This is an optimization exercise on Yosys and OpenROAD, whose aim is small area, a short achievable clock period and few clock cycles, not a production implementation.
Where RTL was checked, it was by simulation tests only, not by an equivalence proof against the original.
The RTL of run 4 was laid out without a check of its function.
Power is estimated from default activity; no workload was simulated.

==> flow/design.v <==
package lampFPU_pkg;
	parameter LAMP_FLOAT_DW		=	16;
	parameter LAMP_FLOAT_S_DW 	=	1;
	parameter LAMP_FLOAT_E_DW 	=	8;
	parameter LAMP_FLOAT_F_DW 	=	7;
	parameter LAMP_INTEGER_DW	=	32;
	parameter LAMP_INTEGER_S_DW	=	1;
	parameter LAMP_INTEGER_F_DW	=	31;
	parameter LAMP_FLOAT_E_BIAS	=	(2 ** (LAMP_FLOAT_E_DW - 1)) - 1;
	parameter LAMP_FLOAT_E_MAX	=	(2 ** LAMP_FLOAT_E_DW) - 1;
	parameter INF				=	15'h7f80;
	parameter ZERO				=	15'h0000;
	parameter SNAN				=	15'h7fbf;
	parameter QNAN				=	15'h7fc0;
	parameter PLUS_INF			=	16'h7f80;
	parameter MINUS_INF			=	16'hff80;
	parameter PLUS_ZERO			=	16'h0000;
	parameter MINUS_ZERO		=	16'h8000;
	parameter INF_E_F			=	15'b111111110000000;  
	parameter SNAN_E_F			=	15'b111111110111111;  
	parameter QNAN_E_F			=	15'b111111111000000;  
	parameter ZERO_E_F			=	15'b000000000000000;  
	parameter LAMP_APPROX_DW	=	4;
	parameter LAMP_PREC_DW		=	8;
	parameter LAMP_APPROX_MULS	=	$clog2 ((LAMP_FLOAT_DW+1)/LAMP_APPROX_DW);
	typedef enum logic
	{
		FPU_RNDMODE_NEAREST		=	'd0,
		FPU_RNDMODE_TRUNCATE	=	'd1
	} rndModeFPU_t;
	typedef enum logic[3:0]
	{
		FPU_IDLE	= 4'd0,
		FPU_I2F		= 4'd1,
		FPU_F2I		= 4'd2,
		FPU_ADD		= 4'd3,
		FPU_SUB		= 4'd4,
		FPU_MUL		= 4'd5,
		FPU_DIV		= 4'd6,
		FPU_EQ		= 4'd7,
		FPU_LT		= 4'd8,
		FPU_LE		= 4'd9,
		FPU_SQRT    = 4'd10,
		FPU_INVSQRT = 4'd11
	} opcodeFPU_t;
endpackage
	localparam logic [127:0] DIVR_B0 = 128'h00000000000000000000000000000000;
	localparam logic [127:0] DIVR_B1 = 128'h00000000000000000000000000000000;
	localparam logic [127:0] DIVR_B2 = 128'h00000000000000000000000000000000;
	localparam logic [127:0] DIVR_B3 = 128'h00aaaa00aaaa00aa00aa00aa0000aaaa;
	localparam logic [127:0] DIVR_B4 = 128'h00666600666600660066006600006666;
	localparam logic [127:0] DIVR_B5 = 128'h001e1eaa1e1e001eaa1e001eaa001e1e;
	localparam logic [127:0] DIVR_B6 = 128'h00fe0166ab54005466fe00fe6600abfe;
	localparam logic [127:0] DIVR_B7 = 128'h0001ff1e66cdaa981eab00541eaa99fe;
	localparam logic [127:0] DIVR_B8 = 128'h00aaaafe4b6966e0ab660067ab6687fe;
	localparam logic [127:0] DIVR_B9 = 128'h00666654738e1e55cce1aa87661e2a54;
	localparam logic [127:0] DIVR_B10 = 128'h001e1ecdd6a5ab66f0e066524bfe6667;
	localparam logic [127:0] DIVR_B11 = 128'haaab54969b36338700e01e3126ab4b87;
	localparam logic [127:0] DIVR_B12 = 128'h6666cdb2496d6952aa4aab5a4b338c07;
	localparam logic [127:0] DIVR_B13 = 128'h1e1e3c71c71ce73199d99936d9695aad;
	localparam logic [127:0] DIVR_B14 = 128'h01fe03f03f03e0f0783878f1c718c663;
	localparam logic [127:0] DIVR_B15 = 128'h0001fff000ffe00ff807f80fc0f83e1f;
	localparam logic [127:0] DIVR_B16 = 128'h0000000fffffe00007fff8003ff801ff;
	localparam logic [127:0] DIVR_B17 = 128'h0000000000001ffffffff8000007ffff;
	localparam logic [127:0] DIVR_B18 = 128'h0000000000000000000007ffffffffff;
	localparam logic [127:0] DIVR_B19 = 128'hffffffffffffffffffffffffffffffff;
	localparam logic [511:0] SQRT_B0 = 512'hfffffffffffffffffffffffffffffffceffffffffffefffffffbfeffffffffffffffffffffbffefffffffffffffffffcffffffffffdffffffffffdffffffffff;
	localparam logic [511:0] SQRT_B1 = 512'h4b4b5ad5aad55554ab52d24d998e3c0026664c9b24da49696b56aa5552a94b6cb696d2d2d2d6b4ad6a56ad56aa55555655555556aab55ab56a5294b496db6db2;
	localparam logic [511:0] SQRT_B2 = 512'hc738c63399cccccd99364924b4a56aaa1e1e3c78e3c638e718ce66333664d92538e71ce31ce738ce7398ce67339999989999999b33266cd9b364d926db6db6db;
	localparam logic [511:0] SQRT_B3 = 512'h3f07c1f0783c3c3c78f1c71c739ce66601fe03f81fc1f81f07c1e1f0f1e3c71c3f07e0fc1f07c0f07c1f0f87c3e1e1e0e1e1e1e3c3c78f1e3c78e1c71c71c71c;
	localparam logic [511:0] SQRT_B4 = 512'hff003ff007fc03fc07f03f03f07c1e1e0001fff8003ff800ffc01ff00fe03f03c007ff001ff800ff801ff007fc01fe00fe01fe03fc07f01fc07f01f81f81f81f;
	localparam logic [511:0] SQRT_B5 = 512'h00fffff00003fffc000fff000ffc01fe00000007fffff800003ffff0001fff000007ffffe00000ffffe00007fffe0000fffe0003fff8001fff8001ffe001ffe0;
	localparam logic [511:0] SQRT_B6 = 512'hfffffff000000003ffffff000003fffe00000000000007fffffffff0000000fffff80000000000fffffffff800000000fffffffc0000001ffffffe000001ffff;
	localparam logic [511:0] SQRT_B7 = 512'hfffffff000000000000000fffffffffe00000000000000000000000fffffffffffffffffffffff000000000000000000ffffffffffffffe0000000000001ffff;
	localparam logic [511:0] SQRT_B8 = 512'h0000000ffffffffffffffffffffffffe0000000000000000000000000000000000000000000000000000000000000000fffffffffffffffffffffffffffe0000;
	localparam logic [511:0] SQRT_B9 = 512'hfffffffffffffffffffffffffffffffe0000000000000000000000000000000000000000000000000000000000000000ffffffffffffffffffffffffffffffff;
import lampFPU_pkg::*;
module lampFPU_top (
	clk, rst,
	flush_i, padv_i,
	opcode_i, rndMode_i, op1_i, op2_i,
	result_o, isResultValid_o, isReady_o
);
	localparam logic [127:0] DIVR_B0 = 128'h00000000000000000000000000000000;
	localparam logic [127:0] DIVR_B1 = 128'h00000000000000000000000000000000;
	localparam logic [127:0] DIVR_B2 = 128'h00000000000000000000000000000000;
	localparam logic [127:0] DIVR_B3 = 128'h00aaaa00aaaa00aa00aa00aa0000aaaa;
	localparam logic [127:0] DIVR_B4 = 128'h00666600666600660066006600006666;
	localparam logic [127:0] DIVR_B5 = 128'h001e1eaa1e1e001eaa1e001eaa001e1e;
	localparam logic [127:0] DIVR_B6 = 128'h00fe0166ab54005466fe00fe6600abfe;
	localparam logic [127:0] DIVR_B7 = 128'h0001ff1e66cdaa981eab00541eaa99fe;
	localparam logic [127:0] DIVR_B8 = 128'h00aaaafe4b6966e0ab660067ab6687fe;
	localparam logic [127:0] DIVR_B9 = 128'h00666654738e1e55cce1aa87661e2a54;
	localparam logic [127:0] DIVR_B10 = 128'h001e1ecdd6a5ab66f0e066524bfe6667;
	localparam logic [127:0] DIVR_B11 = 128'haaab54969b36338700e01e3126ab4b87;
	localparam logic [127:0] DIVR_B12 = 128'h6666cdb2496d6952aa4aab5a4b338c07;
	localparam logic [127:0] DIVR_B13 = 128'h1e1e3c71c71ce73199d99936d9695aad;
	localparam logic [127:0] DIVR_B14 = 128'h01fe03f03f03e0f0783878f1c718c663;
	localparam logic [127:0] DIVR_B15 = 128'h0001fff000ffe00ff807f80fc0f83e1f;
	localparam logic [127:0] DIVR_B16 = 128'h0000000fffffe00007fff8003ff801ff;
	localparam logic [127:0] DIVR_B17 = 128'h0000000000001ffffffff8000007ffff;
	localparam logic [127:0] DIVR_B18 = 128'h0000000000000000000007ffffffffff;
	localparam logic [127:0] DIVR_B19 = 128'hffffffffffffffffffffffffffffffff;
	localparam logic [511:0] SQRT_B0 = 512'hfffffffffffffffffffffffffffffffceffffffffffefffffffbfeffffffffffffffffffffbffefffffffffffffffffcffffffffffdffffffffffdffffffffff;
	localparam logic [511:0] SQRT_B1 = 512'h4b4b5ad5aad55554ab52d24d998e3c0026664c9b24da49696b56aa5552a94b6cb696d2d2d2d6b4ad6a56ad56aa55555655555556aab55ab56a5294b496db6db2;
	localparam logic [511:0] SQRT_B2 = 512'hc738c63399cccccd99364924b4a56aaa1e1e3c78e3c638e718ce66333664d92538e71ce31ce738ce7398ce67339999989999999b33266cd9b364d926db6db6db;
	localparam logic [511:0] SQRT_B3 = 512'h3f07c1f0783c3c3c78f1c71c739ce66601fe03f81fc1f81f07c1e1f0f1e3c71c3f07e0fc1f07c0f07c1f0f87c3e1e1e0e1e1e1e3c3c78f1e3c78e1c71c71c71c;
	localparam logic [511:0] SQRT_B4 = 512'hff003ff007fc03fc07f03f03f07c1e1e0001fff8003ff800ffc01ff00fe03f03c007ff001ff800ff801ff007fc01fe00fe01fe03fc07f01fc07f01f81f81f81f;
	localparam logic [511:0] SQRT_B5 = 512'h00fffff00003fffc000fff000ffc01fe00000007fffff800003ffff0001fff000007ffffe00000ffffe00007fffe0000fffe0003fff8001fff8001ffe001ffe0;
	localparam logic [511:0] SQRT_B6 = 512'hfffffff000000003ffffff000003fffe00000000000007fffffffff0000000fffff80000000000fffffffff800000000fffffffc0000001ffffffe000001ffff;
	localparam logic [511:0] SQRT_B7 = 512'hfffffff000000000000000fffffffffe00000000000000000000000fffffffffffffffffffffff000000000000000000ffffffffffffffe0000000000001ffff;
	localparam logic [511:0] SQRT_B8 = 512'h0000000ffffffffffffffffffffffffe0000000000000000000000000000000000000000000000000000000000000000fffffffffffffffffffffffffffe0000;
	localparam logic [511:0] SQRT_B9 = 512'hfffffffffffffffffffffffffffffffe0000000000000000000000000000000000000000000000000000000000000000ffffffffffffffffffffffffffffffff;
input									clk;
input									rst;
input									flush_i;
input									padv_i;
input			[3:0]					opcode_i;
input									rndMode_i;
input			[LAMP_INTEGER_DW-1:0]	op1_i;
input			[LAMP_FLOAT_DW-1:0]		op2_i;
output	logic	[LAMP_INTEGER_DW-1:0]	result_o;
output	logic							isResultValid_o;
output	logic							isReady_o;
	logic			accept;
	assign accept		= ~isResultValid_o & (opcode_i != FPU_IDLE) & ~flush_i;
	assign isReady_o	= (opcode_i == FPU_IDLE) | isResultValid_o;
	logic			dv_pend;
	logic			isDivOp;
	assign isDivOp		= opcode_i == FPU_DIV;
	always_ff @(posedge clk)
	begin
		if (rst)
		begin
			isResultValid_o	<=	1'b0;
			dv_pend			<=	1'b0;
		end
		else if (isResultValid_o)
			isResultValid_o	<=	~padv_i;
		else if (dv_pend)
		begin
			isResultValid_o	<=	1'b1;
			dv_pend			<=	1'b0;
		end
		else
		begin
			isResultValid_o	<=	accept & ~isDivOp;
			dv_pend			<=	accept & isDivOp;
		end
	end
	logic			s1, s2;
	logic	[7:0]	e1, e2;
	logic	[6:0]	f1, f2;
	logic			isInf1, isDN1, isZ1, isSN1, isQN1, isNaN1;
	logic			isInf2, isDN2, isZ2, isSN2, isQN2, isNaN2;
	logic	[8:0]	E1, E2;		 
	logic	[7:0]	F1, F2;		 
	logic	[2:0]	nlz1, nlz2;
	logic	[7:0]	N1, N2;		 
	function automatic logic [2:0] lzc8(input logic [7:0] x);
		casez (x)
			8'b1???????: lzc8 = 3'd0;
			8'b01??????: lzc8 = 3'd1;
			8'b001?????: lzc8 = 3'd2;
			8'b0001????: lzc8 = 3'd3;
			8'b00001???: lzc8 = 3'd4;
			8'b000001??: lzc8 = 3'd5;
			8'b0000001?: lzc8 = 3'd6;
			8'b00000001: lzc8 = 3'd7;
			default:     lzc8 = 3'd0;
		endcase
	endfunction
	always_comb
	begin
		{s1, e1, f1}	= op1_i[15:0];
		{s2, e2, f2}	= op2_i;
		isInf1	= (&e1) & ~(|f1);
		isDN1	= ~(|e1) & (|f1);
		isZ1	= ~(|op1_i[14:0]);
		isSN1	= (&e1) & ~f1[6] & (|f1[5:0]);
		isQN1	= (&e1) & f1[6];
		isNaN1	= isSN1 | isQN1;
		isInf2	= (&e2) & ~(|f2);
		isDN2	= ~(|e2) & (|f2);
		isZ2	= ~(|op2_i[14:0]);
		isSN2	= (&e2) & ~f2[6] & (|f2[5:0]);
		isQN2	= (&e2) & f2[6];
		isNaN2	= isSN2 | isQN2;
		E1		= {1'b0, e1[7:1], e1[0] | isDN1};
		E2		= {1'b0, e2[7:1], e2[0] | isDN2};
		F1		= {|e1, f1};		 
		F2		= {|e2, f2};
		nlz1	= lzc8(F1);
		nlz2	= lzc8(F2);
		N1		= F1 << nlz1;
		N2		= F2 << nlz2;
	end
	logic	isAdd, isSub, isMul, isDiv, isSqrt, isInvSqrt, isF2i, isI2f, isEq, isLt, isLe;
	assign isI2f		= opcode_i == FPU_I2F;
	assign isF2i		= opcode_i == FPU_F2I;
	assign isAdd		= opcode_i == FPU_ADD;
	assign isSub		= opcode_i == FPU_SUB;
	assign isMul		= opcode_i == FPU_MUL;
	assign isDiv		= opcode_i == FPU_DIV;
	assign isEq			= opcode_i == FPU_EQ;
	assign isLt			= opcode_i == FPU_LT;
	assign isLe			= opcode_i == FPU_LE;
	assign isSqrt		= opcode_i == FPU_SQRT;
	assign isInvSqrt	= opcode_i == FPU_INVSQRT;
	logic			as_gt, as_doSub, as_sticky, as_sInit;
	logic	[8:0]	as_ediff, as_eInit;
	logic	[10:0]	as_rhs, as_rhsSh;
	logic	[11:0]	as_noSh, as_sum, as_fInit;
	logic	[12:0]	as_sum13;
	logic			as_eGt;
	logic			as_specNaN, as_specSign;
	always_comb
	begin
		as_eGt		= E1 > E2;
		as_gt		= as_eGt | ((E1 == E2) & (F1 > F2));
		as_ediff	= as_eGt ? (E1 - E2) : (E2 - E1);
		as_rhs		= as_gt ? {F2, 3'b0} : {F1, 3'b0};
		as_noSh		= as_gt ? {1'b0, F1, 3'b0} : {1'b0, F2, 3'b0};
		as_rhsSh	= as_rhs >> as_ediff;
		case (as_ediff)
			9'd0, 9'd1, 9'd2:	as_sticky = 1'b0;
			9'd3, 9'd4:			as_sticky = as_rhs[3];
			9'd5:				as_sticky = |as_rhs[4:3];
			9'd6:				as_sticky = |as_rhs[5:3];
			9'd7:				as_sticky = |as_rhs[6:3];
			9'd8:				as_sticky = |as_rhs[7:3];
			9'd9:				as_sticky = |as_rhs[8:3];
			default:			as_sticky = |as_rhs[9:3];
		endcase
		as_rhsSh[0]	= as_rhsSh[0] | as_sticky;
		as_doSub	= isSub ^ s1 ^ s2;
		as_sum13	= {as_noSh, 1'b1} + {{1'b0, as_rhsSh} ^ {12{as_doSub}}, as_doSub};
		as_sum		= as_sum13[12:1];
		as_eInit	= as_gt ? E1 : E2;
		as_sInit	= as_gt ? s1 : (s2 ^ isSub);
		as_fInit	= as_doSub ? {1'b0, as_sum[10:0]} : as_sum;
		as_specNaN	= isNaN1 | isNaN2 | (isInf1 & isInf2 & (s1 ^ s2 ^ isSub));
		if (isNaN1)
			as_specSign	= s1;
		else if (isNaN2)
			as_specSign	= s2;
		else if (isInf1 & isInf2 & (s1 ^ s2 ^ isSub))
			as_specSign	= 1'b1;
		else if (isInf1)
			as_specSign	= s1;
		else
			as_specSign	= s2 ^ isSub;
	end
	logic	[9:0]	md_et, md_en;
	logic	[16:0]	md_b;
	logic	[24:0]	md_x;
	logic	[19:0]	dv_r;
	logic	[6:0]	dv_idx;
	assign dv_idx = N2[6:0];
	assign dv_r = {DIVR_B19[dv_idx], DIVR_B18[dv_idx], DIVR_B17[dv_idx], DIVR_B16[dv_idx],
				DIVR_B15[dv_idx], DIVR_B14[dv_idx], DIVR_B13[dv_idx], DIVR_B12[dv_idx],
				DIVR_B11[dv_idx], DIVR_B10[dv_idx], DIVR_B9[dv_idx], DIVR_B8[dv_idx],
				DIVR_B7[dv_idx], DIVR_B6[dv_idx], DIVR_B5[dv_idx], DIVR_B4[dv_idx],
				DIVR_B3[dv_idx], DIVR_B2[dv_idx], DIVR_B1[dv_idx], DIVR_B0[dv_idx]};
	logic	[3:0]	md_nlzs;
	logic	[9:0]	md_kmu, md_kdu;
	logic	[4:0]	md_k;
	always_comb
	begin
		if (dv_pend)
			md_et	= 10'd127 + {1'b0, E1} + nlz2 - nlz1 - {1'b0, E2};
		else
			md_et	= {1'b0, E1} + {1'b0, E2} - 10'd127 - nlz1 - nlz2;
		md_en	= 10'd0 - md_et;
		md_b	= dv_pend ? d_r[16:0] : {9'b0, F2};
		md_x	= F1 * md_b;
		md_nlzs	= nlz1 + nlz2;
		md_kmu	= 10'd142 - {1'b0, E1} - {1'b0, E2};
		md_kdu	= {1'b0, E2} - {1'b0, E1} - nlz2 - 10'd113;
	end
	logic	[9:0]	sq_d;
	logic	[7:0]	sq_epre, sq_e;
	logic	[9:0]	sq_t;
	logic	[8:0]	sq_idx;
	assign sq_idx = {isInvSqrt, E1[0] & ~nlz1[0], N1[6:0]};
	assign sq_t = {SQRT_B9[sq_idx], SQRT_B8[sq_idx], SQRT_B7[sq_idx], SQRT_B6[sq_idx], SQRT_B5[sq_idx],
				SQRT_B4[sq_idx], SQRT_B3[sq_idx], SQRT_B2[sq_idx], SQRT_B1[sq_idx], SQRT_B0[sq_idx]};
	always_comb
	begin
		sq_d	= {1'b0, E1} - nlz1;
		sq_epre	= isInvSqrt ? (8'd190 - sq_d[8:1]) : (8'd64 + sq_d[8:1]);
	end
	logic			fi_isSR;
	logic	[4:0]	fi_sr, fi_sl;
	logic	[34:0]	fi_ext, fi_sh;
	logic			fi_sticky, fi_addOne, fi_sign;
	always_comb
	begin
		fi_sr	= '0;
		fi_sl	= '0;
		fi_isSR	= 1'b0;
		if (E1 < 9'd103)
		begin
			fi_sr	= 5'd31;
			fi_isSR	= 1'b1;
		end
		else if (E1 < 9'd134)
		begin
			fi_sr	= 5'(9'd134 - E1);
			fi_isSR	= 1'b1;
		end
		else if (E1 < 9'd158 || (s1 && E1 == 9'd158 && F1 == 8'h80))
			fi_sl	= 5'(E1 - 9'd134);
		fi_ext	= {24'b0, F1, 3'b0};
		fi_sh	= fi_isSR ? (fi_ext >> fi_sr) : (fi_ext << fi_sl);
		case (fi_sr)
			5'd0, 5'd1:	fi_sticky = 1'b0;
			5'd2:		fi_sticky = fi_sh[3];
			5'd3:		fi_sticky = |fi_sh[4:3];
			5'd4:		fi_sticky = |fi_sh[5:3];
			5'd5:		fi_sticky = |fi_sh[6:3];
			5'd6:		fi_sticky = |fi_sh[7:3];
			5'd7:		fi_sticky = |fi_sh[8:3];
			5'd8:		fi_sticky = |fi_sh[9:3];
			default:	fi_sticky = 1'b0;
		endcase
		fi_addOne	= ~rndMode_i & ((fi_sh[3] & fi_sh[2]) | (fi_sh[2] & fi_sticky));
		fi_sign		= s1 & ~isNaN1;
	end
	logic	cm_eq, cm_lt, cm_res, cm_nan, cm_zz;
	always_comb
	begin
		cm_nan	= isNaN1 | isNaN2;
		cm_zz	= isZ1 & isZ2;
		cm_eq	= ~cm_nan & (cm_zz | (op1_i[15:0] == op2_i));
		cm_lt	= ~cm_nan & ~cm_zz & (
					(s1 & ~s2) |
					(~s1 & ~s2 & (op1_i[14:0] < op2_i[14:0])) |
					(s1 & s2 & (op1_i[14:0] > op2_i[14:0])));
		if (isEq)
			cm_res	= cm_eq;
		else if (isLt)
			cm_res	= cm_lt;
		else
			cm_res	= cm_eq | cm_lt;
	end
	logic			c_as, c_md, c_i2f, c_sq, c_f2i, c_cmp;
	logic			c_as_r, c_md_r, c_i2f_r, c_sq_r, c_f2i_r, c_cmp_r;
	logic			isDiv_r, rnd_r;
	logic			sp, spSign, spZero, spNaN;
	logic			sp_r, spSign_r, spZero_r, spNaN_r;
	logic			s_n, s_r;
	logic	[9:0]	e_n, e_r;
	logic	[31:0]	d_n, d_r;
	logic			md_under, md_zero, md_ge255, md_ge256;
	logic			md_under_r, md_zero_r, md_ge255_r, md_ge256_r;
	logic	[4:0]	md_k_r;
	logic			fi_neg_r, fi_inc_r;
	always_comb
	begin
		c_as	= isAdd | isSub;
		c_md	= isMul | isDiv;
		c_i2f	= isI2f;
		c_sq	= isSqrt | isInvSqrt;
		c_f2i	= isF2i;
		c_cmp	= isEq | isLt | isLe;
		md_under	= dv_pend ? ~md_en[9] : md_et[9];
		md_zero		= md_en > 10'd11;
		if (md_under)
			md_k	= dv_pend ? md_kdu[4:0] : md_kmu[4:0];
		else
			md_k	= dv_pend ? (5'd13 - nlz1) : (5'd14 - md_nlzs);
		md_ge255	= md_et >= 10'd255;
		md_ge256	= md_et >= 10'd256;
		sp		= 1'b0;
		spSign	= 1'b0;
		spZero	= 1'b0;
		spNaN	= 1'b0;
		s_n		= 1'b0;
		e_n		= '0;
		if (c_as)
		begin
			sp		= isInf1 | isInf2 | isNaN1 | isNaN2;
			spSign	= as_specSign;
			spNaN	= as_specNaN;
			s_n		= as_sInit;
			e_n		= {1'b0, as_eInit};
		end
		else if (c_md)
		begin
			sp		= isZ1 | isZ2 | isInf1 | isInf2 | isNaN1 | isNaN2;
			if (isNaN1)
			begin
				spSign	= s1;
				spNaN	= 1'b1;
			end
			else if (isNaN2)
			begin
				spSign	= s2;
				spNaN	= 1'b1;
			end
			else if (isMul)
			begin
				if ((isZ1 & isInf2) | (isInf1 & isZ2))
				begin
					spSign	= 1'b1;
					spNaN	= 1'b1;
				end
				else
				begin
					spSign	= s1 ^ s2;
					spZero	= isZ1 | isZ2;
				end
			end
			else
			begin
				spSign	= s1 ^ s2;
				spNaN	= (isZ1 & isZ2) | (isInf1 & isInf2);
				spZero	= ~spNaN & (isZ1 | isInf2);
			end
			s_n		= s1 ^ s2;
			e_n		= md_et;
		end
		else if (c_sq)
		begin
			sp		= isZ1 | s1 | isInf1 | isNaN1;
			if (isZ1)
			begin
				spSign	= s1;
				spZero	= isSqrt;
			end
			else if (s1)
			begin
				spSign	= 1'b1;
				spNaN	= 1'b1;
			end
			else if (isInf1)
			begin
				spSign	= s1;
				spZero	= isInvSqrt;
			end
			else
			begin
				spSign	= 1'b1;
				spNaN	= 1'b1;
			end
			s_n		= s1;
			e_n		= {2'b0, sq_epre};
		end
		else if (c_i2f)
		begin
			sp		= ~(|op1_i);
			spZero	= 1'b1;
			s_n		= op1_i[31];
		end
		d_n		= ({32{c_as}} & {20'b0, as_fInit})
				| ({32{c_md}} & ((isDiv & ~dv_pend) ? {15'b0, dv_r[19:3]} : {7'b0, md_x}))
				| ({32{c_sq}} & {22'b0, sq_t})
				| ({32{c_i2f}} & ((op1_i ^ {32{op1_i[31]}}) + {31'b0, op1_i[31]}))
				| ({32{c_f2i}} & fi_sh[34:3])
				| ({32{c_cmp}} & {31'b0, cm_res});
	end
	always_ff @(posedge clk)
	begin
		if (~isResultValid_o)
		begin
			c_as_r		<=	c_as;
			c_md_r		<=	c_md;
			c_i2f_r		<=	c_i2f;
			c_sq_r		<=	c_sq;
			c_f2i_r		<=	c_f2i;
			c_cmp_r		<=	c_cmp;
			isDiv_r		<=	dv_pend;
			rnd_r		<=	rndMode_i;
			sp_r		<=	sp;
			spSign_r	<=	spSign;
			spZero_r	<=	spZero;
			spNaN_r		<=	spNaN;
			s_r			<=	s_n;
			e_r			<=	e_n;
			d_r			<=	d_n;
			md_under_r	<=	md_under;
			md_zero_r	<=	md_zero;
			md_k_r		<=	md_k;
			md_ge255_r	<=	md_ge255;
			md_ge256_r	<=	md_ge256;
			fi_neg_r	<=	fi_sign;
			fi_inc_r	<=	fi_sign ^ fi_addOne;
		end
	end
	logic	[11:0]	as_fi, as_f;
	logic	[8:0]	as_ei, as_e;
	logic	[3:0]	as_lsa;
	always_comb
	begin
		as_fi	= d_r[11:0];
		as_ei	= e_r[8:0];
		casez (as_fi)
			12'b1???????????: as_lsa = 4'd0;
			12'b01??????????: as_lsa = 4'd0;
			12'b001?????????: as_lsa = 4'd1;
			12'b0001????????: as_lsa = 4'd2;
			12'b00001???????: as_lsa = 4'd3;
			12'b000001??????: as_lsa = 4'd4;
			12'b0000001?????: as_lsa = 4'd5;
			12'b00000001????: as_lsa = 4'd6;
			12'b000000001???: as_lsa = 4'd7;
			12'b0000000001??: as_lsa = 4'd8;
			12'b00000000001?: as_lsa = 4'd9;
			12'b000000000001: as_lsa = 4'd10;
			default:          as_lsa = 4'd0;
		endcase
		if (as_fi[11])
		begin
			if (as_ei == 9'd254)
			begin
				as_e	= 9'd255;
				as_f	= '0;
			end
			else
			begin
				as_e	= as_ei + 9'd1;
				as_f	= {1'b0, as_fi[11:1]};
			end
		end
		else if (as_fi[10])
		begin
			as_f	= {as_fi[11:2], as_fi[1] | as_fi[0], 1'b0};
			as_e	= as_ei;
		end
		else if (as_fi == '0)
		begin
			as_e	= '0;
			as_f	= '0;
		end
		else if (as_ei > {5'b0, as_lsa})
		begin
			as_e	= as_ei - as_lsa;
			as_f	= as_fi << as_lsa;
		end
		else
		begin
			as_e	= '0;
			as_f	= as_fi << (as_ei[3:0] - 4'd1);
		end
	end
	logic	[15:0]	md_m, md_msh;
	logic	[29:0]	md_v;
	logic	[9:0]	md_e;
	logic			md_ls, md_st;
	logic	[11:0]	md_fi, md_f;
	logic	[8:0]	md_e9;
	always_comb
	begin
		md_v	= isDiv_r ? {2'b0, d_r[24:0], 3'b0} : {d_r[15:0], 14'b0};
		md_msh	= 16'(md_v >> md_k_r);
		md_ls	= isDiv_r & ~md_msh[14];
		if (md_under_r)
		begin
			md_m	= md_zero_r ? 16'b0 : md_msh;
			md_e	= '0;
		end
		else if (md_ge255_r & (~md_ls | md_ge256_r))
		begin
			md_m	= '0;
			md_e	= '1;
		end
		else
		begin
			md_m	= md_ls ? {md_msh[14:0], 1'b0} : md_msh;
			md_e	= e_r - md_ls;
		end
		md_st		= |md_m[2:0];
		md_fi		= md_m[15:4];
		md_fi[0]	= md_fi[0] | md_st;
		if (md_fi[11])
		begin
			if (md_e == 10'd254)
			begin
				md_e9	= 9'd255;
				md_f	= '0;
			end
			else
			begin
				md_e9	= md_e[8:0] + 9'd1;
				md_f	= {1'b0, md_fi[11:1]};
			end
		end
		else if (md_e != '0)
		begin
			md_f	= {md_fi[11:2], md_fi[1] | md_fi[0], 1'b0};
			md_e9	= md_e[8:0];
		end
		else if (md_fi[10])
		begin
			md_e9	= '1;
			md_f	= md_fi;
		end
		else
		begin
			md_e9	= '0;
			md_f	= md_fi;
		end
		md_f[1]	= md_f[1] | md_st;
		md_f[0]	= md_st;
	end
	logic	[31:0]	if_norm;
	logic	[4:0]	if_lz;
	function automatic logic [4:0] lzc32(input logic [31:0] x);
		logic [4:0] n;
		n = 5'd31;
		for (int k = 0; k < 32; k++)
			if (x[k])
				n = 5'd31 - k[4:0];
		lzc32 = n;
	endfunction
	always_comb
	begin
		if_lz	= lzc32(d_r);
		if_norm	= d_r << if_lz;
	end
	logic	[7:0]	r_e;
	logic	[8:0]	r_f;			 
	logic			r_up;
	logic	[6:0]	r_frac;
	always_comb
	begin
		if (c_as_r)
		begin
			r_e		= as_e[7:0];
			r_f		= as_f[9:1];
		end
		else if (c_md_r)
		begin
			r_e		= md_e9[7:0];
			r_f		= md_f[9:1];
		end
		else if (c_sq_r)
		begin
			r_e		= e_r[7:0] - d_r[9];
			r_f		= d_r[8:0];
		end
		else
		begin
			r_e		= 8'd158 - if_lz;
			r_f		= {if_norm[30:23], |if_norm[22:0]};
		end
		r_up	= ~rnd_r & r_f[1] & (r_f[0] | r_f[2]);
		if (r_up & ~(&r_f[5:2]))
			r_frac	= {r_f[8:6], r_f[5:2] + 4'd1};
		else
			r_frac	= r_f[8:2];
		if (c_f2i_r)
			result_o	= (d_r ^ {32{fi_neg_r}}) + {31'b0, fi_inc_r};
		else if (c_cmp_r)
			result_o	= {31'b0, d_r[0]};
		else if (sp_r)
			result_o	= {16'b0, spSign_r, {8{~spZero_r}}, spNaN_r, 6'b0};
		else
			result_o	= {16'b0, s_r, r_e, r_frac};
	end
endmodule
==> flow/flow/run.sh <==
#!/bin/bash
set -euo pipefail
bash standard.sh SETUP_SLACK_MARGIN=7 finish > standard.log 2>&1
==> flow/standard.sh <==
#!/bin/bash
# synth_recipe.tcl (not shown) runs the flow's synth.tcl, then flattens the netlist and writes it again
# the make line also repeats each setting of config.mk as NAME=value (left out here)
make -C /OpenROAD-flow-scripts/flow DESIGN_CONFIG=/design/flow/config.mk WORK_HOME=/design/flow/orfs CLKGATE_MAP_FILE= SYNTH_SCRIPT=/design/flow/synth_recipe.tcl "${@:-finish}"
==> flow/config.mk <==
export PLATFORM = sky130hd
export DESIGN_NAME = lampFPU_top
export DESIGN_NICKNAME = lampFPU_top
export VERILOG_FILES = /design/flow/design.v
export SDC_FILE = /design/flow/constraint.sdc
export NUM_CORES = 4
export LEC_CHECK = 0
export ABC_AREA = 1
export CAP_MARGIN = 20
export CORE_MARGIN = 2
export CORE_UTILIZATION = 40
export SETUP_SLACK_MARGIN = 5
export SLEW_MARGIN = 20
==> flow/constraint.sdc <==
create_clock -name core_clock -period 15.0 [get_ports {clk}]
set_input_delay 3.0000 -clock core_clock [delete_from_list [all_inputs] [get_ports {clk}]]
set_output_delay 3.0000 -clock core_clock [all_outputs]
set_load 0.01 [all_outputs]
==> run_results.csv, run 1 <==
group,metric,value,unit
outcome,status,"complete, no violations",
sta,max-slew-margin-rel,14.5,%
grt,grt_max_degree,66,
sta,skew,0.0158,ns
grt,grt_pass1_wl,186000,um
sta,finalCritPeriodShare,54.3,%
layout,final_cell_mix,"nand2_1 (991), inv_1 (518), nor2_1 (430), o21ai_0 (346), buf_4 (287)",
place,globalplace.congestion,1.04,
sta,holdWs,0.567,ns
logic_synthesis,ys_types,74,
worst_setup_path,worstReg2RegEnd,"d_r[24]",
cts,tritoncts,"done",
routing,avgRoutedWirePerCell,22.6,um
worst_setup_path,reg2reg_depth,37,
cts,cts_root_buffer,"clkbuf_16",
power,p_leak,15.0,nW
die,num_io_pins,91,
worst_setup_path,reg2reg_setup_slack,8.55,ns
logic_synthesis,synth_area,26200,um^2
worst_setup_path,worst_ep_required_time,12.00,ns
logic_synthesis,synth_top_cell_area_share,14.9,%
die,core,64600,um^2
min_path,min_from,"isResultValid_o",
logic_synthesis,yosysWarnings,1,
power,netSwitchingPower,1.76,mW
worst_setup_path,crit_path_max_incr_delay,0.37,ns
logic_synthesis,async_flop_share,0,%
routing,antenna_left,0,
cts,clockBufferDepth,2,
cts,cts_made_buffers,9,
min_path,hold_depth,1,
power,pwr-share-comb,82.3,%
cts,worst_setup_hold_path_clk_slew,0.06,ns
worst_setup_path,timing.rr.start,"dv_pend",
power,switching_share,56.7,%
run,drv_cap,0,
logic_synthesis,synthesis.instances,4466,
logic_synthesis,synth_top_family_by_area,"simple AND/OR/NAND/NOR gates",
sta,rsz0062_at_grt,"yes",
worst_setup_path,start_kind,"register",
routing,drc_errors,0,
routing,routed_wl,126000,um
worst_setup_path,worst_setup_path_end_kind,"output port",
routing,vias,33500,
logic_synthesis,synthFlopType,"edfxtp_1",
min_path,holdPathEnd,"isResultValid_o",
logic_synthesis,ys_top_cells_by_area,"nand2_1 (15%), ha_1 (9.0%), fa_1 (8.7%), inv_1 (8.3%), o21ai_0 (8.3%)",
grt,grt_usage,35.7,%
power,p_int,1.34,mW
power,power.share.sequential,9.8,%
die,die_y,260,um
sta,finalHoldViolCount,0,
layout,largest_reg_flops,32,
sta,post-route-min-period,8.15,ns
worst_setup_path,critical_path.max_fanout,5,
power,p_per_area,94.7,nW/um^2
layout,finalNetCount,5073,
cts,cts-htree-levels,3,
grt,grt_pass1_vias,30700,
die,dieArea,67400,um^2
power,ir_drop,64.2,uV
cts,clock-sinks,67,
worst_setup_path,slowest_stage,"edfxtp_1",
grt,grt_antenna_before_repair,4,
logic_synthesis,synth-compound-area-share,24.8,%
die,initial_core_util,40.5,%
die,rows,93,
logic_synthesis,postSynthRegisterBits,67,
logic_synthesis,ys_seq_area_share,7.62,%
routing,drt_iter0_drc,3970,
worst_setup_path,worstPathArrival,5.15,ns
sta,max_freq,123,MHz
cts,cts_hold_buf,0,
logic_synthesis,synth_xor_area_share,4.42,%
logic_synthesis,syn-num-nets,4825,
layout,nFillCells,6691,
die,dieWidth,260,um
logic_synthesis,synth-adder-area-share,17.7,%
worst_setup_path,path_class,"reg -> out",
layout,regMostFlops,"d_r",
logic_synthesis,synth-edff-count,65,
cts,clk_latency,0.37,ns
place,portBuffers,90,
layout,drive_gt1_share,18.7,%
grt,grt_overflow,0,
logic_synthesis,synth_area_leader_cell,"nand2_1",
sta,setup_viol_count_final,0,
sta,final.setup.tns,0,ns
logic_synthesis,synth.avg_cell_area,5.86,um^2
logic_synthesis,synth-simple-area-share,32.4,%
layout,areaGrowthSynthToFinish,25.2,%
routing,via_per_inst,6.01,
place,hpwl,91800,um
power,p_clk_share,7.9,%
layout,largestRegisters,"d_r: 32 flops, e_r: 10 flops, md_k_r: 5 flops",
layout,final_common_cell,"nand2_1",
logic_synthesis,muxShareOfSynthArea,0.651,%
min_path,holdCritPathClass,"reg -> reg",
sta,drv_slew,0,
routing,drt-pass1-iter-count,8,
sta,tightest_slew,1.28,ns
-- timing repair --
action                                  4_1_cts  5_1_grt
gates resized for setup                     485      415
gates cloned                                  9        8
setup buffers                               179       88
endpoints found under the setup margin       66       57
pin swaps                                   122      201
-- worst max-delay path by stage --
stage / cells after the start / endpoint / startpoint
global placement: 26 / d_r[11] / op1_i[8]
finish: 34 / result_o[1] / d_r[9]
global route: 35 / result_o[1] / isDiv_r
CTS: 35 / d_r[11] / op1_i[1]
floorplan: 33 / d_r[24] / op1_i[9]
detailed placement: 26 / d_r[11] / op1_i[8]
-- logic make-up after synthesis --
kind of cell	after synthesis
DFF	67
muxes	17
xor gates and xnor gates	132
adders and majority gates	302
AOI/OAI and AO/OA	1099
and+or+nand+nor	2019
buffers and inverters	830
-- layer usage --
| metal | global-route usage (%) | share of wire [%] | up-vias |
|---|---|---|---|
| met5 | 0 | 0.010 | - |
| met4 | 20.1 | 6.4 | 2 |
| met3 | 6.29 | 11 | 466 |
| met2 | 54.8 | 43 | 2046 |
| met1 | 47.1 | 40 | 15500 |
| li1 | - | - | 15500 |
-- cell usage after synthesis (all sizes together) (3+ instances only) --
cell type     n
a2111oi       5
a211oi       18
a21o          8
a21oi       293
a221o         7
a221oi       20
a22oi        14
a311oi        6
a31oi        31
a32o         14
a32oi         4
buf          83
clkbuf      110
clkinv       18
edfxtp       65
fa          113
ha          189
inv         619
mux2i        17
nand2      1049
nand3       292
nand3b        5
nand4        42
nor2        519
nor3         59
nor3b         5
nor4         19
o2111ai      18
o211a         4
o211ai       63
o21a          6
o21ai       478
o21bai        5
o221ai       19
o22ai        29
o311ai       14
o31ai        23
o32ai        10
or2          22
or3           3
xnor2        75
xor2         57
-- power by group through the flow --
| stage | logic [mW] | registers, mW | clock network, mW |
|---|---|---|---|
| floorplan | 1.35 | 0.264 | 0 |
| global placement | 1.88 | 0.313 | 0 |
| detailed placement | 1.87 | 0.313 | 0 |
| CTS | 2.22 | 0.298 | 0.244 |
| global route | 2.75 | 0.304 | 0.251 |
| finish | 2.55 | 0.303 | 0.245 |
-- stage by stage --
stage	instances	worst slack, ns	total power, mW	utilization, %	area (um^2)
2_1_floorplan	4466	6.99	1.61	-	26300
6_report	5576	6.85	3.10	50.7	32700
3_3_place_gp	5274	4.61	2.19	43.0	27800
4_1_cts	5478	6.80	2.76	47.7	30800
5_1_grt	5574	6.59	3.30	50.7	32700
3_5_place_dp	5274	4.45	2.18	43.0	27800
-- worst max-delay path: cells and delay by family, from the launching register on --
kind                     cells  cell delay [ns]
XOR/XNOR                     1             0.14
AND/OR/NAND/NOR             17             1.79
AO/OA/AOI/OAI                6             1.07
buffers and inverters        6             0.70
multiplexers                 1             0.16
flip-flops                   1             0.37
adder cells (fa/ha/maj)      3             0.55
-- layout make-up --
type	instances	area [um^2]	area share, %
repair inverters	1	5.00	0.0153
inverters	637	2590	7.92
multi-input cells	3577	22900	70.1
repair buffers	421	3810	11.6
well taps	855	1070	3.27
flip-flops and latches	67	1990	6.08
clock inverters	7	100	0.306
diodes	2	5.00	0.0153
clock buffers	9	225	0.688
Testbench counts, summed over its fixed seeds: cycles 20,075.
==> run 2, diff against run 1 <==
==> flow/flow/run.sh (replaced) <==
#!/bin/bash
set -euo pipefail
bash standard.sh SETUP_SLACK_MARGIN=6 finish > standard.log 2>&1
--- a/flow/config.mk
+++ b/flow/config.mk
@@ -12,2 +12,3 @@
 export SETUP_SLACK_MARGIN = 5
 export SLEW_MARGIN = 20
+export TNS_END_PERCENT = 5
==> run 2 against run 1 <==
Net effect: synthesized cell count is the same; critical path type is now in -> reg; synthesized area did not move; wire length fell by 7.4%; register-to-register slack got worse by 0.03 ns; highest routed layer is now met4; still clean; clock power shrank 4%.
==> run_results.csv, run 2 <==
group,metric,value,unit
layout,finalNetCount,4847,
logic_synthesis,synth.avg_cell_area,5.86,um^2
power,p_clk_share,8.9,%
cts,clockBufferDepth,2,
routing,routed_wl,117000,um
routing,drt-pass1-iter-count,6,
grt,met3_usage,4.84,%
sta,setup_viol_count_final,0,
cts,cts_made_buffers,9,
min_path,holdCritPathClass,"reg -> reg",
sta,max_freq,111,MHz
worst_setup_path,timing.rr.start,"dv_pend",
routing,antenna_left,0,
logic_synthesis,postSynthRegisterBits,67,
sta,final.setup.tns,0,ns
layout,final_cell_mix,"nand2_1 (1030), inv_1 (558), nor2_1 (480), o21ai_0 (399), nand3_1 (288)",
grt,use_met2,52.2,%
place,placed_cells,5262,
die,dieArea,67400,um^2
worst_setup_path,start_kind,"input port",
power,ir_drop,55.3,uV
cts,cts-htree-levels,3,
die,dieWidth,260,um
power,netSwitchingPower,1.55,mW
worst_setup_path,critical_path.max_fanout,38,
logic_synthesis,synthFlopType,"edfxtp_1",
logic_synthesis,syn-num-nets,4825,
logic_synthesis,synth_top_cell_area_share,14.9,%
die,rows,93,
grt,grt_overflow,0,
layout,areaGrowthSynthToFinish,11.0,%
worst_setup_path,worst_ep_required_time,15.11,ns
worst_setup_path,worstReg2RegEnd,"d_r[23]",
grt,grt_max_degree,67,
die,die_y,260,um
sta,post-route-min-period,9.05,ns
power,p_int,1.09,mW
logic_synthesis,synthesis.instances,4466,
layout,final_common_cell,"nand2_1",
routing,drt_iter0_drc,4011,
logic_synthesis,synth-edff-count,65,
logic_synthesis,ys_top_cells_by_area,"nand2_1 (15%), ha_1 (9.0%), fa_1 (8.7%), inv_1 (8.3%), o21ai_0 (8.3%)",
layout,post-route-util,45.0,%
power,p_leak,13.4,nW
worst_setup_path,worst_setup_path_end_kind,"register",
grt,grt_usage,33.4,%
grt,grt_pass1_wl,175000,um
power,p_per_area,91.1,nW/um^2
power,switching_share,58.7,%
grt,grt_antenna_before_repair,2,
place,globalplace.congestion,1.06,
grt,use_met1,45.0,%
sta,finalHoldViolCount,0,
sta,drv_slew,0,
logic_synthesis,synth_area_leader_cell,"nand2_1",
worst_setup_path,crit_end,"d_r[4]",
routing,drc_errors,0,
die,num_io_pins,91,
grt,busiest_layer,"met2",
sta,finalCritPeriodShare,60.3,%
sta,rsz0062_at_grt,"yes",
cts,worst_setup_hold_path_clk_slew,0.06,ns
power,power.share.sequential,11.5,%
place,hpwl,89200,um
worst_setup_path,worstPathArrival,9.15,ns
logic_synthesis,ys_types,74,
min_path,min_from,"isResultValid_o",
logic_synthesis,async_flop_share,0,%
power,pwr-share-comb,79.5,%
cts,clk_latency,0.37,ns
run,drv_cap,0,
worst_setup_path,reg2reg_setup_slack,8.52,ns
cts,clock-sinks,67,
worst_setup_path,cp-startpoint,"op1_i[7]",
place,portBuffers,90,
logic_synthesis,ys_seq_area_share,7.62,%
layout,largest_reg_flops,32,
sta,tightest_slew,1.29,ns
grt,grt_pass1_vias,29300,
routing,vias,32100,
die,core,64600,um^2
outcome,status,"complete, no violations",
layout,drive_gt1_share,7.81,%
routing,via_per_inst,6.01,
worst_setup_path,path_class,"in -> reg",
layout,largestRegisters,"d_r: 32 flops, e_r: 10 flops, md_k_r: 5 flops",
routing,avgRoutedWirePerCell,21.8,um
logic_synthesis,synth_area,26200,um^2
layout,regMostFlops,"d_r",
sta,max-slew-margin-rel,13.7,%
sta,skew,0.0178,ns
cts,tritoncts,"done",
worst_setup_path,reg2reg_depth,31,
layout,final_cells,5350,
logic_synthesis,yosysMostFrequentCell,"nand2_1",
logic_synthesis,synthTopCellsByCount,"nand2_1 (1040), inv_1 (580), nor2_1 (495)",
die,initial_core_util,40.5,%
logic_synthesis,yosysWarnings,1,
cts,cts_root_buffer,"clkbuf_16",
run 2: cell counts after synthesis:
Identical to the previous run, type by type.
run 2: power by group through the flow:
stage / Sequential [mW] / Combinational (mW) / Clock, mW
final: 0.305 / 2.10 / 0.236
after global routing: 0.306 / 2.30 / 0.239
after CTS: 0.307 / 1.91 / 0.235
after detailed placement: 0.323 / 1.83 / 0
after global placement: 0.323 / 1.83 / 0
after floorplan: 0.264 / 1.34 / 0
run 2: per-layer routing:
layer  vias to the layer above  wire length [um]
met4                         0              6370
li1                      15000                 -
met2                      1861             50800
met3                       334             11100
met5                         -                 0
met1                     14900             48500
run 2: timing repair:
item / CTS / global route
setup buffers: 25 / 40
endpoints found under the setup margin: 53 / 48
hold buffers: 0 / 0
pin swaps: 2 / 16
resized for setup: 89 / 131
cloned: 0 / 5
endpoints found under the hold margin: 0 / 0
run 2: logic make-up after synthesis:
logic type	count (synthesis)	synth area share, %
mux	17	0.651
simple gates	2019	32.4
fa+ha+maj	302	17.7
xor+xnor	132	4.42
buf+inv	830	12.5
flops	67	7.62
compound gates	1099	24.8
run 2: final cells by class:
class                           count  area, um^2
Antenna cell                        2        5.00
Clock buffer                        9         225
Clock inverter                      7        82.6
Fill cell                        7033       35600
Inverter                          637        2460
Multi-Input combinational cell   3572       21400
Sequential cell                    67        1990
Tap cell                          855        1070
Timing Repair Buffer              200        1790
Timing Repair inverter              1        5.00
run 2: critical path, cell delays in order:
cell             delay [ns]
clkdlybuf4s15_1        0.39
inv_1                  0.26
nand4_1                0.17
nor2_4                 0.27
inv_4                  0.19
nor2_2                 0.23
inv_2                  0.08
nor2_2                 0.11
nand4_1                0.10
nand3_2                0.20
inv_2                  0.14
nand2_1                0.10
o21ai_2                0.12
nand2_1                0.08
nand3_1                0.16
nand2_2                0.25
buf_4                  0.43
nand2_2                0.26
inv_1                  0.53
nand2_1                0.15
nand2_1                0.18
nor2_1                 0.07
a211oi_1               0.23
nor3_1                 0.10
o311ai_1               0.83
nand3_1                0.25
o21bai_1               0.24
run 2: worst min path at each step:
stage	slack, ns	cells after the start	end
global placement	0.54	1	isResultValid_o
detailed placement	0.55	1	isResultValid_o
CTS	0.56	1	isResultValid_o
finish	0.55	1	isResultValid_o
global route	0.58	1	isResultValid_o
floorplan	0.51	0	isDiv_r
run 2: through the flow:
stage	total power, mW	setup slack (ns)	cell area [um^2]	hold WS (ns)
after floorplan	1.60	6.26	26200	0.510
after global placement	2.16	4.18	27600	0.542
after detailed placement	2.15	3.97	27600	0.546
after CTS	2.45	5.86	28300	0.555
after global routing	2.85	5.70	29000	0.585
final	2.65	5.95	29000	0.553
==> run 3, diff against run 2 <==
--- a/flow/config.mk
+++ b/flow/config.mk
@@ -12,3 +12,2 @@
 export SETUP_SLACK_MARGIN = 5
 export SLEW_MARGIN = 20
-export TNS_END_PERCENT = 5
==> run 3 against run 2 <==
Net effect: combinational power about the same; via count fell by 0.24%; worst setup slack improved by 0.11 ns; first-iteration DRC count fell by 5.5%; critical path type is now reg -> out; still clean; synthesized cell count unchanged; final cell count rose by 0.11%; largest power group unchanged; synthesized area is the same; hold slack barely moved.
==> run_results.csv, run 3 <==
group,metric,value,unit
power,p_per_area,90.9,nW/um^2
outcome,status,"complete, no violations",
die,rows,93,
logic_synthesis,synth_area_leader_cell,"nand2_1",
layout,post-route-util,45.1,%
logic_synthesis,synth_area,26200,um^2
logic_synthesis,synthesis.instances,4466,
grt,grt_overflow,0,
logic_synthesis,synth-simple-area-share,32.4,%
die,core,64600,um^2
worst_setup_path,cp_common_cell,"nand2_1",
worst_setup_path,worst_ep_required_time,12.00,ns
layout,regMostFlops,"d_r",
layout,drive_gt1_share,8.25,%
sta,skew,0.0193,ns
sta,finalCritPeriodShare,59.6,%
logic_synthesis,syn-num-nets,4825,
sta,rsz0062_at_grt,"yes",
worst_setup_path,worstPathArrival,5.94,ns
grt,grt_usage,33.4,%
cts,cts_hold_buf,0,
power,power.share.sequential,11.5,%
cts,clockBufferDepth,2,
die,num_io_pins,91,
min_path,holdCritPathClass,"reg -> reg",
logic_synthesis,ys_top_cells_by_area,"nand2_1 (15%), ha_1 (9.0%), fa_1 (8.7%), inv_1 (8.3%), o21ai_0 (8.3%)",
worst_setup_path,critical_path.max_fanout,16,
logic_synthesis,synth-adder-area-share,17.7,%
cts,clk_latency,0.37,ns
power,netSwitchingPower,1.55,mW
place,dp_slack,3.97,ns
layout,largestRegisters,"d_r: 32 flops, e_r: 10 flops, md_k_r: 5 flops",
worst_setup_path,crit_end,"result_o[1]",
sta,fin_ws,6.06,ns
place,portBuffers,90,
sta,final.setup.tns,0,ns
layout,fin_area,29100,um^2
cts,cts-htree-levels,3,
routing,antenna_left,0,
layout,final_cell_mix,"nand2_1 (1029), inv_1 (555), nor2_1 (479), o21ai_0 (393), nand3_1 (287)",
cts,worst_setup_hold_path_clk_slew,0.06,ns
die,die_y,260,um
cts,cts_made_buffers,9,
place,hpwl,89200,um
grt,grt_antenna_before_repair,3,
layout,finalNetCount,4852,
logic_synthesis,ys_seq_area_share,7.62,%
run,drv_cap,0,
routing,drc_errors,0,
sta,holdWs,0.553,ns
logic_synthesis,yosysMostFrequentCell,"nand2_1",
logic_synthesis,synthTopCellsByCount,"nand2_1 (1040), inv_1 (580), nor2_1 (495)",
cts,tritoncts,"done",
worst_setup_path,cp-startpoint,"d_r[11]",
die,initial_core_util,40.5,%
power,p_clk_share,8.9,%
place,globalplace.congestion,1.06,
worst_setup_path,worst_setup_path_end_kind,"output port",
routing,avgRoutedWirePerCell,21.8,um
worst_setup_path,worstReg2RegEnd,"d_r[24]",
cts,clock-sinks,67,
worst_setup_path,slowest_stage,"clkdlybuf4s50_1",
sta,max_freq,112,MHz
worst_setup_path,start_kind,"register",
layout,areaGrowthSynthToFinish,11.4,%
logic_synthesis,synth-edff-count,65,
logic_synthesis,synth-compound-area-share,24.8,%
logic_synthesis,muxShareOfSynthArea,0.651,%
logic_synthesis,synth_top_cell_area_share,14.9,%
logic_synthesis,synth_top_family_by_area,"simple AND/OR/NAND/NOR gates",
power,switching_share,58.7,%
place,placed_area,27600,um^2
logic_synthesis,async_flop_share,0,%
routing,vias,32100,
logic_synthesis,ys_types,74,
worst_setup_path,reg2reg_depth,33,
worst_setup_path,reg2reg_setup_slack,8.57,ns
sta,post-route-min-period,8.94,ns
worst_setup_path,path_class,"reg -> out",
power,ir_drop,53.9,uV
cts,cts_root_buffer,"clkbuf_16",
sta,setup_viol_count_final,0,
power,p_leak,13.5,nW
power,pwr-share-comb,79.6,%
worst_setup_path,crit_path_max_incr_delay,0.47,ns
grt,grt_pass1_vias,29500,
routing,routed_wl,117000,um
sta,drv_slew,0,
logic_synthesis,synth.avg_cell_area,5.86,um^2
layout,largest_reg_flops,32,
grt,grt_max_degree,67,
sta,max-slew-margin-rel,18.7,%
routing,via_per_inst,5.99,
sta,finalHoldViolCount,0,
die,dieWidth,260,um
die,dieArea,67400,um^2
worst_setup_path,timing.rr.start,"dv_pend",
logic_synthesis,synth_xor_area_share,4.42,%
power,p_int,1.09,mW
sta,tightest_slew,1.21,ns
layout,final_common_cell,"nand2_1",
logic_synthesis,synthFlopType,"edfxtp_1",
grt,grt_pass1_wl,175000,um
routing,drt_iter0_drc,3789,
logic_synthesis,postSynthRegisterBits,67,
logic_synthesis,yosysWarnings,1,
routing,drt-pass1-iter-count,6,
-- run 3: how the worst min path moves through the flow --
| stage | slack [ns] | start | endpoint | cells past startpoint |
|---|---|---|---|---|
| 4_1_cts | 0.56 | isResultValid_o | isResultValid_o | 1 |
| 3_3_place_gp | 0.54 | isResultValid_o | isResultValid_o | 1 |
| 3_5_place_dp | 0.55 | isResultValid_o | isResultValid_o | 1 |
| 2_1_floorplan | 0.51 | dv_pend | isDiv_r | 0 |
| 5_1_grt | 0.58 | isResultValid_o | isResultValid_o | 1 |
| 6_report | 0.55 | isResultValid_o | isResultValid_o | 1 |
-- run 3: power groups by stage --
stage               clock (mW)  combinational, mW  sequential [mW]
global route             0.239               2.31            0.306
global placement             0               1.83            0.323
floorplan                    0               1.34            0.264
CTS                      0.235               1.93            0.303
detailed placement           0               1.83            0.323
finish                   0.235               2.11            0.305
-- run 3: stage by stage --
stage / cells / total power, mW
4_1_cts: 5312 / 2.47
2_1_floorplan: 4466 / 1.60
3_3_place_gp: 5262 / 2.16
3_5_place_dp: 5262 / 2.15
6_report: 5356 / 2.65
5_1_grt: 5353 / 2.85
-- run 3: kinds of logic after synthesis --
group,Yosys count
buffers and inverters,830
AO/OA/AOI/OAI,1099
multiplexers,17
XOR/XNOR,132
AND/OR/NAND/NOR,2019
flip-flops,67
adder cells (fa/ha/maj),302
-- run 3: what timing repair did --
action / in CTS / in global routing
pin swaps: 4 / 18
buffers inserted: 34 / 38
setup endpoints to repair: 53 / 47
cloned: 0 / 3
resized for setup: 107 / 161
-- run 3: layout make-up --
class | instances | area [um^2]
antenna | 3 | 7.51
clock buffer | 9 | 225
clock inverter | 7 | 82.6
fill | 7015 | 35500
inverter | 637 | 2460
multi-input combinational | 3571 | 21400
sequential | 67 | 1990
tap | 855 | 1070
timing repair buffer | 206 | 1840
timing repair inverter | 1 | 7.51
-- run 3: critical path: cells and delay by family (launching register included) --
kind / cells / cell delay, ns
buffers and inverters: 10 / 1.49
adder cells (fa/ha/maj): 2 / 0.53
flip-flops: 1 / 0.38
AO/OA/AOI/OAI: 6 / 0.83
AND/OR/NAND/NOR: 23 / 2.32
-- run 3: per-layer routing --
layer / wire length (um) / GRT usage (%)
met1: 48000 / 45.0
met3: 11600 / 4.88
met5: 0 / 0
met2: 50400 / 51.9
met4: 6510 / 16.9
==> run 4, diff against run 3 <==
--- a/flow/design.v
+++ b/flow/design.v
@@ -252,5 +252,5 @@
 			as_specSign	= s2 ^ isSub;
 	end
-	logic	[9:0]	md_et, md_en;
+	logic	[9:0]	md_et, md_t;
 	logic	[16:0]	md_b;
 	logic	[24:0]	md_x;
@@ -268,9 +268,6 @@
 	always_comb
 	begin
-		if (dv_pend)
-			md_et	= 10'd127 + {1'b0, E1} + nlz2 - nlz1 - {1'b0, E2};
-		else
-			md_et	= {1'b0, E1} + {1'b0, E2} - 10'd127 - nlz1 - nlz2;
-		md_en	= 10'd0 - md_et;
+		md_t	= {1'b0, E2} - 10'd127 - nlz2;
+		md_et	= {1'b0, E1} - nlz1 + (md_t ^ {10{dv_pend}}) + {9'b0, dv_pend};
 		md_b	= dv_pend ? d_r[16:0] : {9'b0, F2};
 		md_x	= F1 * md_b;
@@ -365,6 +362,6 @@
 		c_f2i	= isF2i;
 		c_cmp	= isEq | isLt | isLe;
-		md_under	= dv_pend ? ~md_en[9] : md_et[9];
-		md_zero		= md_en > 10'd11;
+		md_under	= md_et[9] | (dv_pend & (md_et == 10'd0));
+		md_zero		= $signed(md_et) < -10'sd11;
 		if (md_under)
 			md_k	= dv_pend ? md_kdu[4:0] : md_kmu[4:0];
==> run 4 against run 3 <==
Net effect: fmax up 1.7%; global-route usage is 0.26 points higher; via count fell by 2.2%; register-to-register slack lost 0.22 ns; largest power group unchanged.
==> run_results.csv, run 4 <==
group,metric,value,unit
outcome,status,"complete, no violations",
logic_synthesis,synth.avg_cell_area,5.79,um^2
power,p_per_area,91.7,nW/um^2
logic_synthesis,synth_top_cell_area_share,15.5,%
cts,cts-htree-levels,3,
layout,regMostFlops,"d_r",
routing,via_per_inst,5.96,
worst_setup_path,cp_common_cell,"nor2_1",
min_path,hold_depth,1,
worst_setup_path,reg2reg_depth,39,
logic_synthesis,synthFlopType,"edfxtp_1",
die,rows,92,
place,placed_cells,5161,
logic_synthesis,ys_top_cells_by_area,"nand2_1 (15%), inv_1 (8.5%), o21ai_0 (8.4%), ha_1 (8.3%), fa_1 (8.1%)",
die,initial_core_util,40.2,%
sta,final.setup.tns,0,ns
place,globalplace.congestion,1.04,
cts,worst_setup_hold_path_clk_slew,0.08,ns
worst_setup_path,worst_setup_path_end_kind,"output port",
place,placed_area,26900,um^2
worst_setup_path,timing.rr.start,"dv_pend",
sta,drv_slew,0,
min_path,min_from,"isResultValid_o",
place,hpwl,88800,um
power,ir_drop,66.2,uV
grt,grt_usage,33.7,%
sta,setup_viol_count_final,0,
logic_synthesis,synth_area,25300,um^2
die,dieWidth,255,um
layout,drive_gt1_share,7.57,%
sta,rsz0062_at_grt,"yes",
sta,skew,0.0208,ns
layout,largestRegisters,"d_r: 32 flops, e_r: 10 flops, md_k_r: 5 flops",
logic_synthesis,ys_types,70,
grt,grt_pass1_wl,173000,um
cts,tritoncts,"done",
layout,nFillCells,6935,
grt,grt_max_degree,50,
die,dieArea,65300,um^2
place,portBuffers,90,
layout,final_common_cell,"nand2_1",
cts,clockBufferDepth,2,
layout,finalNetCount,4733,
routing,drt_iter0_drc,3511,
routing,routed_wl,115000,um
worst_setup_path,cp.buffers_inverters,6,
grt,grt_antenna_before_repair,4,
logic_synthesis,synthesis.instances,4368,
die,core,62900,um^2
sta,post-route-min-period,8.79,ns
cts,cts_hold_buf,0,
sta,max-slew-margin-rel,25.4,%
logic_synthesis,ys_seq_area_share,7.88,%
worst_setup_path,slowest_stage,"or4_1",
routing,antenna_left,0,
grt,grt_overflow,0,
cts,clock-sinks,67,
worst_setup_path,path_delay_family,"simple AND/OR/NAND/NOR gates",
routing,drc_errors,0,
worst_setup_path,path_class,"reg -> out",
logic_synthesis,yosysMostFrequentCell,"nand2_1",
worst_setup_path,cp-startpoint,"d_r[10]",
logic_synthesis,syn-num-nets,4694,
routing,drt-pass1-iter-count,9,
cts,cts_root_buffer,"clkbuf_16",
layout,largest_reg_flops,32,
min_path,holdCritPathClass,"reg -> reg",
die,num_io_pins,91,
worst_setup_path,start_kind,"register",
place,dp_slack,4.53,ns
layout,areaGrowthSynthToFinish,12.2,%
layout,final_cell_mix,"nand2_1 (1035), inv_1 (552), nor2_1 (474), o21ai_0 (403), nand3_1 (279)",
sta,tightest_slew,1.11,ns
logic_synthesis,postSynthRegisterBits,67,
logic_synthesis,synthTopCellsByCount,"nand2_1 (1044), inv_1 (574), nor2_1 (491)",
sta,fin_ws,6.21,ns
worst_setup_path,worst_ep_required_time,12.00,ns
logic_synthesis,synth-edff-count,65,
power,power,2.60,mW
routing,vias,31300,
run,drv_cap,0,
cts,clk_latency,0.40,ns
grt,grt_pass1_vias,28800,
sta,max_freq,114,MHz
logic_synthesis,synth_area_leader_cell,"nand2_1",
die,die_y,255,um
logic_synthesis,yosysWarnings,1,
logic_synthesis,async_flop_share,0,%
worst_setup_path,worstPathArrival,5.79,ns
worst_setup_path,critical_path.max_fanout,15,
routing,avgRoutedWirePerCell,21.8,um
layout,fin_area,28400,um^2
sta,finalHoldViolCount,0,
worst_setup_path,worst-path-stages,30,
worst_setup_path,crit_path_max_incr_delay,0.63,ns
power,p_leak,13.1,nW
sta,finalCritPeriodShare,58.6,%
cts,cts_made_buffers,9,
layout,final_cells,5259,
## run 4: cell count changes after synthesis, moves of 11 or more
cell / change
ha_1: -22
nor2_2: -14
nand4_1: -11
clkbuf_1: +27
xor2_1: +24
a21oi_1: -37
buf_4: -17
fa_1: -11
## run 4: area by class of cell
class                           count  area, um^2  share of cell area, %
Multi-Input combinational cell   3488       20600                   72.7
Inverter                          616        2410                   8.49
Sequential cell                    67        1990                   7.02
Timing Repair Buffer              222        1940                   6.85
Tap cell                          846        1060                   3.73
Clock buffer                       10         229                  0.807
Clock inverter                      6        95.1                  0.335
Timing Repair inverter              3        13.8                 0.0485
Antenna cell                        1        2.50                0.00882
## run 4: routing by layer
layer / GRT usage, % / routed length [um] / vias up
met5: 0 / 13 / -
met4: 16.9 / 6690 / 2
li1: - / - / 14700
met3: 5.48 / 11100 / 394
met2: 53.4 / 50300 / 1759
met1: 44.2 / 46500 / 14500
## run 4: power breakdown
group | internal [mW] | switching (mW)
combinational | 0.686 | 1.36
clock | 0.148 | 0.102
sequential | 0.246 | 0.0560
total | 1.08 | 1.52
## run 4: path summary, 6_finish.rpt
check        slack (ns)               to
max                6.21      result_o[2]
max reg2reg        8.35          d_r[24]
min reg2reg        0.72  isResultValid_o
min                0.72  isResultValid_o
## run 4: kinds of logic (layout without fill, tap and decap cells)
logic type	count (synthesis)	count (layout)	share of synthesized area, %
muxes	16	16	0.633
and+or+nand+nor	1972	1972	32.2
adders and majority gates	269	269	16.3
other	0	1	0
xor gates and xnor gates	157	157	5.44
buffers and inverters	813	857	12.2
DFF	67	67	7.88
AOI/OAI and AO/OA	1074	1074	25.3
## run 4: repair_timing
item                       in CTS  in global routing
buffers inserted               47                 30
pin swaps                      18                 28
gates resized for setup       108                121
cloned                          3                  1
setup endpoints to repair      42                 41
## run 4: through the flow
step | utilization [%] | hold WS (ns)
2_1_floorplan | - | 0.445
3_3_place_gp | 42.8 | 0.689
3_5_place_dp | 42.8 | 0.686
4_1_cts | 44.2 | 0.699
5_1_grt | 45.1 | 0.745
6_report | 45.1 | 0.724
==> run 5, diff against run 4 <==
--- a/flow/design.v
+++ b/flow/design.v
@@ -363,5 +363,5 @@
 		c_cmp	= isEq | isLt | isLe;
 		md_under	= md_et[9] | (dv_pend & (md_et == 10'd0));
-		md_zero		= $signed(md_et) < -10'sd11;
+		md_zero		= md_et[9] & (md_et < 10'd1013);
 		if (md_under)
 			md_k	= dv_pend ? md_kdu[4:0] : md_kmu[4:0];
==> run 5 against run 4 <==
Net effect: critical path depth up 5; count of clock-buffer cells in the layout down 1; via count up 0.19%; cell area up 0.76%; register-to-register slack worse by 0.19 ns; synthesized cell count up 1.2%; core utilization down 0.55 points; clock skew down 0.0054 ns; largest cell class unchanged.
==> run_results.csv, run 5 <==
group,metric,value,unit
cts,cts_root_buffer,"clkbuf_16",
place,placed_cells,5214,
layout,final_common_cell,"nand2_1",
die,rows,93,
routing,drt_iter0_drc,3671,
worst_setup_path,path_class,"reg -> out",
die,core,64100,um^2
min_path,min_from,"dv_pend",
worst_setup_path,cp-startpoint,"isDiv_r",
routing,antenna_left,0,
worst_setup_path,critical_path.max_fanout,11,
logic_synthesis,ys_types,82,
min_path,holdCritPathClass,"reg -> reg",
worst_setup_path,timing.rr.start,"dv_pend",
sta,max_freq,114,MHz
routing,drc_errors,0,
sta,drv_slew,0,
grt,grt_overflow,0,
layout,multiInputGateArea,21000,um^2
outcome,status,"complete, no violations",
place,hpwl,91300,um
cts,clock-sinks,67,
layout,final_cell_mix,"nand2_1 (1032), inv_1 (561), nor2_1 (476), o21ai_0 (407), a21oi_1 (266)",
layout,finalNetCount,4756,
cts,worst_setup_hold_path_clk_slew,0.07,ns
sta,tightest_slew,1.15,ns
layout,seq_area,1990,um^2
layout,antenna_cells,0,
grt,grt_antenna_before_repair,1,
routing,via_per_inst,5.94,
worst_setup_path,worstPathArrival,5.75,ns
logic_synthesis,synthTopCellsByCount,"nand2_1 (1034), inv_1 (583), nor2_1 (492)",
grt,grt_usage,34.2,%
grt,met3_usage,3.51,%
power,p_leak,13.2,nW
place,portBuffers,90,
routing,vias,31400,
logic_synthesis,synth_top_cell_area_share,15.0,%
sta,skew,0.0154,ns
worst_setup_path,slowest_stage,"clkdlybuf4s50_1",
worst_setup_path,start_kind,"register",
sta,max-slew-margin-rel,22.5,%
cts,cts_made_buffers,9,
die,num_io_pins,91,
place,globalplace.congestion,1.05,
logic_synthesis,ys_seq_area_share,7.72,%
logic_synthesis,yosysWarnings,1,
logic_synthesis,synthesis.instances,4421,
cts,clockBufferDepth,2,
worst_setup_path,crit_path_max_incr_delay,0.62,ns
grt,use_met2,53.6,%
layout,nFillCells,7007,
logic_synthesis,synth.avg_cell_area,5.83,um^2
layout,final_cells,5290,
sta,post-route-min-period,8.75,ns
sta,finalHoldViolCount,0,
logic_synthesis,yosysMostFrequentCell,"nand2_1",
die,dieWidth,258,um
logic_synthesis,async_flop_share,0,%
logic_synthesis,synth-edff-count,65,
die,initial_core_util,40.2,%
run,drv_cap,0,
grt,grt_max_degree,66,
logic_synthesis,synthFlopType,"edfxtp_1",
die,dieArea,66500,um^2
sta,finalCritPeriodShare,58.3,%
worst_setup_path,path_delay_family,"compound AO/OA/AOI/OAI gates",
logic_synthesis,ys_top_cells_by_area,"nand2_1 (15%), inv_1 (8.5%), o21ai_0 (8.3%), ha_1 (8.1%), fa_1 (7.9%)",
power,ir_drop,47.7,uV
die,die_y,258,um
logic_synthesis,synth_area_leader_cell,"nand2_1",
## run 5: cell types whose count changed after synthesis, moves of 10 or more
cell	previous run	this run
nor3_1	56	69
a21oi_1	254	276
buf_1	26	16
o31ai_1	24	14
buf_6	0	13
clkbuf_1	137	121
o21ai_2	2	13
nand2_1	1044	1034
nand3_1	281	255
## run 5: through the flow
| step | utilization (%) | cell area (um^2) | power (mW) | setup slack, ns | hold WS, ns |
|---|---|---|---|---|---|
| global placement | 42.4 | 27200 | 2.20 | 4.46 | 0.476 |
| CTS | 43.7 | 28000 | 2.49 | 5.84 | 0.519 |
| floorplan | - | 25800 | 1.62 | 6.28 | 0.470 |
| finish | 44.6 | 28600 | 2.61 | 6.25 | 0.514 |
| global route | 44.6 | 28600 | 2.81 | 5.85 | 0.571 |
| detailed placement | 42.4 | 27200 | 2.19 | 4.34 | 0.503 |
## run 5: report_power, final
| group | switching [mW] | total, mW | internal (mW) |
|---|---|---|---|
| Combinational | 1.39 | 2.06 | 0.674 |
| Sequential | 0.0685 | 0.315 | 0.246 |
| Clock | 0.102 | 0.234 | 0.132 |
| Total | 1.56 | 2.61 | 1.05 |
## run 5: repair_timing
action	CTS	global route
setup buffers	31	26
pin swaps	8	25
hold endpoints to repair	0	0
resized for setup	111	136
endpoints found under the setup margin	43	41
cloned	3	0
## run 5: metal layers
layer,wire (um),up-vias
li1,-,14800
met1,49200,14600
met2,50900,1717
met3,9920,337
met4,7310,0
met5,0,-
## run 5: tightest hold or removal path, delay by kind of cell (launching register included)
family | cells | cell delay [ns]
and+or+nand+nor | 1 | 0.08
AOI/OAI and AO/OA | 1 | 0.07
DFF | 1 | 0.33
## run 5: worst paths after layout
path | end | slack (ns) | depth (start not counted)
hold reg to reg | dv_pend | 0.51 | 2
setup reg to reg | d_r[24] | 8.16 | 35
hold / removal | dv_pend | 0.51 | 2
setup / recovery | result_o[14] | 6.25 | 35
## run 5: cell type report
| class | count | share of cell area (%) |
|---|---|---|
| clock buffers | 9 | 0.788 |
| multi-input cells | 3522 | 73.4 |
| repair inverters | 1 | 0.0175 |
| clock inverters | 7 | 0.289 |
| flip-flops and latches | 67 | 6.97 |
| inverters | 630 | 8.53 |
| well taps | 855 | 3.74 |
| repair buffers | 199 | 6.29 |
## run 5: cell families (layout without fill, tap and decap cells)
logic type                 Yosys count  after routing  synth area share [%]
and+or+nand+nor                   1977           1977                  32.0
muxes                               19             19                 0.742
adders and majority gates          269            269                  16.0
xor gates and xnor gates           153            153                  5.19
DFF                                 67             67                  7.72
buffers and inverters              832            846                  12.9
AOI/OAI and AO/OA                 1104           1104                  25.5
Testbench counts of run 5, summed over its fixed seeds: cycles 20,075.
